Source: an optimization exercise on an open RTL-to-GDS flow (aim: small area). Production flows keep margins and buffers that such runs may drop.
Function was checked by simulation only, so behaviour that the tests miss may differ from the original.

==> flow/design.v <==
module STDP_multiplier 
#(parameter n = 3)(a, b, result);
        input  [n-1:0]  a;
        input  [n-1:0]  b;
        output [n-1:0] result;
		  wire    [2*n-1:0] res;
           assign res = a * b;
			  assign result = res[n/2 +: n];
 endmodule
module STDPmodel
( reset,clk, T_pre,T_post,W_previous, W_new);   
	parameter buffer_size=32;
	parameter buffer_Time=32;
	parameter A_PLUS      = 16'b0000000000000011;   
	parameter A_MINUS     = 16'b0000000011110000;   
	input reset;
	input clk;
	input [buffer_Time-1:0] T_pre;
	input [buffer_Time-1:0] T_post;	
	input [buffer_size-1:0] W_previous;
   	output [buffer_size-1:0] W_new;
	reg  	[buffer_Time-1:0] DeltaT;
	wire 	[buffer_Time-1:0] DeltaW;
	wire 	[buffer_Time-1:0] DeltaW1;
	reg  	AdaptW;
	wire 	[buffer_size-1:0] W;	
	wire 	[buffer_size-1:0] W_B;	
	wire  	[buffer_size-1:0] Z1;
	wire  	[buffer_size-1:0] Z2;
	wire 	[buffer_size-1:0] res1;
	wire 	[buffer_size-1:0] res2;
	wire 	[buffer_size-1:0] res3;
	wire  	[buffer_size-1:0] DELTA;
	wire [buffer_size-1:0] m_minus   = 32'b00000000000000000000000000011111; 
	wire [buffer_size-1:0] m_plus   = 32'b00000000000000000000000001011100; 
	wire [buffer_size-1:0] margin_t= 32'b00000000001010000000000000000000; 
	wire [buffer_size-1:0] W_min   = 32'b00000000000000000000000000000000; 
	wire [buffer_size-1:0] W_max   = 32'b00000000000000010000000000000000; 
	assign W={{buffer_size/2-1{1'b0}},W_previous[buffer_size-1 -: buffer_size/2],1'b0};
	always @(posedge clk)
		begin	
		if (reset)begin
				DeltaT={buffer_Time{1'b0}};
				AdaptW  =1'b0;
				end
		else
				if (T_pre) begin 
								DeltaT=(T_post)?(T_post-T_pre):{buffer_Time{1'b0}};
								AdaptW  =(T_post)?1'b1:1'b0;
						  end
				else    begin
								DeltaT={buffer_Time{1'b0}};
								AdaptW  =1'b0;
							end
		end
		assign DELTA =AdaptW ?(( DeltaT[buffer_Time-1]) ? (~DeltaT)+32'b00000000000000000000000000000001 : DeltaT ):{buffer_Time{1'b0}}; 
		assign Z1    =AdaptW ?((DeltaT[buffer_Time-1])  ?  W	  : W_max-W ):{buffer_Time{1'b0}}; 
		assign Z2    =AdaptW ?((DeltaT[buffer_Time-1])  ?  m_minus : m_plus   ):{buffer_Time{1'b0}}; 
		assign res1=margin_t-DELTA;
			STDP_multiplier 
			  #(.n(buffer_size))
			  mult1
			 (.a(Z2), 
			  .b(res1),
			  .result(res2));  
	      	STDP_multiplier 
			  #(.n(buffer_size))
			  mult2
			 (.a(Z1), 
			  .b(res2),
			  .result(res3));
			 assign DeltaW1 = (DeltaT[buffer_Time-1]) ? (~res3 +32'b00000000000000000000000000000001) : res3 ;
			 assign DeltaW =  (DeltaT[buffer_Time-1]? (DeltaW1[buffer_Time-1]?DeltaW1:{buffer_Time{1'b0}}): (DeltaW1[buffer_Time-1]?{buffer_Time{1'b0}}:DeltaW1));
   	assign W_B = (AdaptW && Z1>={buffer_size{1'b0}})? (W + DeltaW ): W;
	assign W_new= {W_B[buffer_size/2:0],{buffer_size/2-1{1'b0}}};
endmodule
==> flow/run.sh <==
#!/bin/bash
# synth_recipe.tcl (not shown) runs the flow's synth.tcl, then flattens the netlist and writes it again
# the make line also repeats each setting of config.mk as NAME=value (left out here)
make -C /OpenROAD-flow-scripts/flow DESIGN_CONFIG=/design/flow/config.mk WORK_HOME=/design/flow/orfs CLKGATE_MAP_FILE= SYNTH_SCRIPT=/design/flow/synth_recipe.tcl finish
==> flow/config.mk <==
export PLATFORM = sky130hd
export DESIGN_NAME = STDPmodel
export DESIGN_NICKNAME = STDPmodel
export VERILOG_FILES = /design/flow/design.v
export SDC_FILE = /design/flow/constraint.sdc
export NUM_CORES = 4
export LEC_CHECK = 0
export CAP_MARGIN = 20
export CORE_MARGIN = 2
export CORE_UTILIZATION = 40
export SLEW_MARGIN = 20
==> flow/constraint.sdc <==
create_clock -name core_clock -period 25.0 [get_ports {clk}]
set_input_delay 5.0000 -clock core_clock [delete_from_list [all_inputs] [get_ports {clk}]]
set_output_delay 5.0000 -clock core_clock [all_outputs]
set_load 0.01 [all_outputs]
==> impl_metrics.csv <==
group,metric,value,unit
detailed_routing,drt_iter0_markers,1461,
yosys,synth_top_cell_area_share,0.418,
yosys,synth_area,27900,µm²
yosys,synth-seq-cells,33,
clocking,cts_sinks,33,
die,coreArea,68700,µm²
grt,grt_max_degree,73,
final_layout,seq_area,666,µm²
final_layout,syn_to_final_growth,12.3,%
outcome,outcome,"no timing/DRC/antenna violations",
die,rows,96,
critical_path,cp-start-kind,"register",
place,hpwl,65600,µm
detailed_routing,wl,76600,µm
critical_path,cp_max_fo,7,
final_layout,multiInputGateArea,24400,µm²
detailed_routing,top_layer_used,"met4",
critical_path,crit_slowest_cell,"fa_1",
clocking,numCtsBuffers,5,
critical_path,worst-setup-path-type,"register to output pin",
yosys,synth_edf_count,0,
clocking,cts.clk_slew.worst_paths,50,ps
clocking,htreeDepth,2,
final_layout,final_util,0.455,
final_layout,num-fill-cells,6930,
detailed_routing,route.met3.wl,4780,µm
sta,grt_setup_unrepaired,"yes",
sta,fin_crit_sh,0.965,
grt,grt_pass1_wl,124000,µm
critical_path,cpMostUsedCell,"fa_1",
clocking,cts_root_buf,"clkbuf_16",
detailed_routing,detail-route-antenna-nets,0,
die,start_util,0.405,
yosys,ys_types,102,
detailed_routing,firstDrtPassIters,5,
detailed_routing,route.met2.wl,34400,µm
yosys,yosys_warnings,1,
sta,setup_violations,0,
detailed_routing,drcViolationCount,0,
place,port_buffers,98,
critical_path,crit_arrival,19130,ps
die,die_h,268,µm
final_layout,final_area,31300,µm²
sta,worst_hold_slack,5410,ps
sta,hold_violations,0,
yosys,async_reset_ff_frac,0,
yosys,dominantRegCellSynth,"dfxtp_1",
critical_path,crit_required,20000,ps
worst_hold_path,min_path_type,"primary input to register",
grt,grt_usage,0.222,
clocking,cts_tree,"done",
place,gp_congestion,0.922,
final_layout,final-instance-count-excl-fill,4376,
place,place_inst,4348,
die,io_pins,130,
yosys,ys_seq_area_frac,0.0237,
sta,slew_violations,0,
clocking,clockBufferDepth,2,
place,placed_cell_area,30600,µm²
sta,totalNegativeSetupSlack,0,ps
critical_path,end_kind,"output pin",
grt,grt_pass1_vias,23100,
final_layout,fin_nets,4399,
sta,slew_headroom,0.302,
detailed_routing,wl_per_cell,17.5,µm
grt,antenna_found_initial,2,
detailed_routing,num_vias,22100,
clocking,ctsHoldBuffers,0,
yosys,yosysTopAreaCell,"fa_1",
yosys,avgSynthCellArea,8.50,µm²
sta,period_minus_slack,24130,ps
place,preCtsSetupSlack,-269,ps
detailed_routing,viasPerCell,5.04,
grt,overflow,0,
yosys,synth_area_leaders,"fa_1, ha_1, inv_1",
critical_path,slowest_delay,570,ps
detailed_routing,met1_length,35200,µm
yosys,netlist_instances,3276,
die,die_x,268,µm
sta,max_freq,0.0414,GHz
die,die-area,71800,µm²
final_layout,drive_gt1_frac,0.0874,
flow_run,max_cap_violations,0,
sta,worstMarginPinSlew,1050,ps
sta,worst_slack,873,ps
==> worst max-delay path, delay by kind of cell (launching register included) <==
family          cells  cell delay, ps
mux                 1             160
fa+ha+maj          15            6710
flops               1             320
buf+inv            11            1510
simple gates       19            4410
compound gates     28            5230
xor+xnor            3             470
==> layout by cell type, fill, tap and decap left out, drive strengths merged, types with 14 or more instances in the layout <==
master         Yosys  final
nand2            384    384
xnor2             97     97
and3              26     26
or3               19     19
xor2              83     83
and2              69     69
o21a              14     14
mux2              14     14
a211oi            17     17
ha               279    279
a21o              55     55
nor3              41     41
nor2b             15     15
nand2b            31     31
clkdlybuf4s50      0     97
dfxtp             33     33
inv              727    727
fa               581    581
nor4              22     22
a21oi             99     99
o21ai             75     75
nand4             17     17
nor2             284    284
nand3             29     29
buf               25    148
conb               1     15
==> cells in the mapped netlist, types with 13 or more instances <==
cell and n:
o21a_1 13, nand2b_1 30, nor2_1 284, nor4_1 19, and2_1 65, nor2b_1 15, a211oi_1 15, fa_1 581
ha_1 279, nand2_1 383, a21oi_1 99, dfxtp_1 33, or3_1 17, nand3_1 28, o21ai_0 71, clkbuf_1 75
inv_1 727, xnor2_1 96, xor2_1 83, and3_1 23, buf_4 18, nor3_1 39, a21o_1 52, nand4_1 16
==> what timing repair did <==
item	CTS	global route
setup buffers	1	15
setup endpoints to repair	2	6
cloned	0	1
pin swaps	7	27
resized for setup	17	69
==> kinds of logic (layout without fill, tap and decap cells) <==
group,count (synthesis),count (layout),share of synthesized area
AO/OA/AOI/OAI,370,370,0.0894
flip-flops,33,33,0.0237
multiplexers,20,20,0.00827
adder cells (fa/ha/maj),860,860,0.543
buffers and inverters,831,983,0.115
AND/OR/NAND/NOR,980,980,0.162
other,1,18,0.000135
XOR/XNOR,181,181,0.0581
==> final timing paths <==
path	start	endpoint	slack, ps	cells past startpoint
max	DeltaT[3]	W_new[30]	870	77
min	T_post[0]	DeltaT[0]	5410	4
==> state kept, by name, summed over array words and instances (netlist names) <==
signal  cells
DeltaT     32
AdaptW      1
==> layout make-up <==
| type | instances | area share |
|---|---|---|
| diodes | 3 | 0.000240 |
| well taps | 931 | 0.0372 |
| multi-input cells | 2426 | 0.780 |
| clock inverters | 1 | 0.000960 |
| repair buffers | 247 | 0.0680 |
| inverters | 728 | 0.0874 |
| clock buffers | 7 | 0.00456 |
| flip-flops and latches | 33 | 0.0213 |
==> metal layers <==
metal / track usage / vias up
met5: 0 / -
met1: 0.317 / 11000
li1: - / 10400
met3: 0.0297 / 72
met2: 0.359 / 604
met4: 0.0512 / 0

[what the ideal ports hide]
The flow's constraints put no driver on any port. The routed layout listed below was extracted and timed again, unchanged, in two steps.
Step 1 assumes that a clkbuf_16 drives the clock port and a buf_2 every other input.
Step 2 times the ports against the registers' clock, not the clock port: input delays grow and output delays shrink by t, the midpoint of the rising clock arrivals with the driver on.
Three values: no drivers, after step 1, after step 2; two values: the first two.
t (ns): 0.302
slack for setup (ns): 0.873 / 0.842 / 0.861
clock arrival spread, ns: 0.005 / 0.005
After both steps setup and hold are still met in this run. The setup slack of this run moves by -0.031 ns with the drivers and by -0.012 ns with both steps.
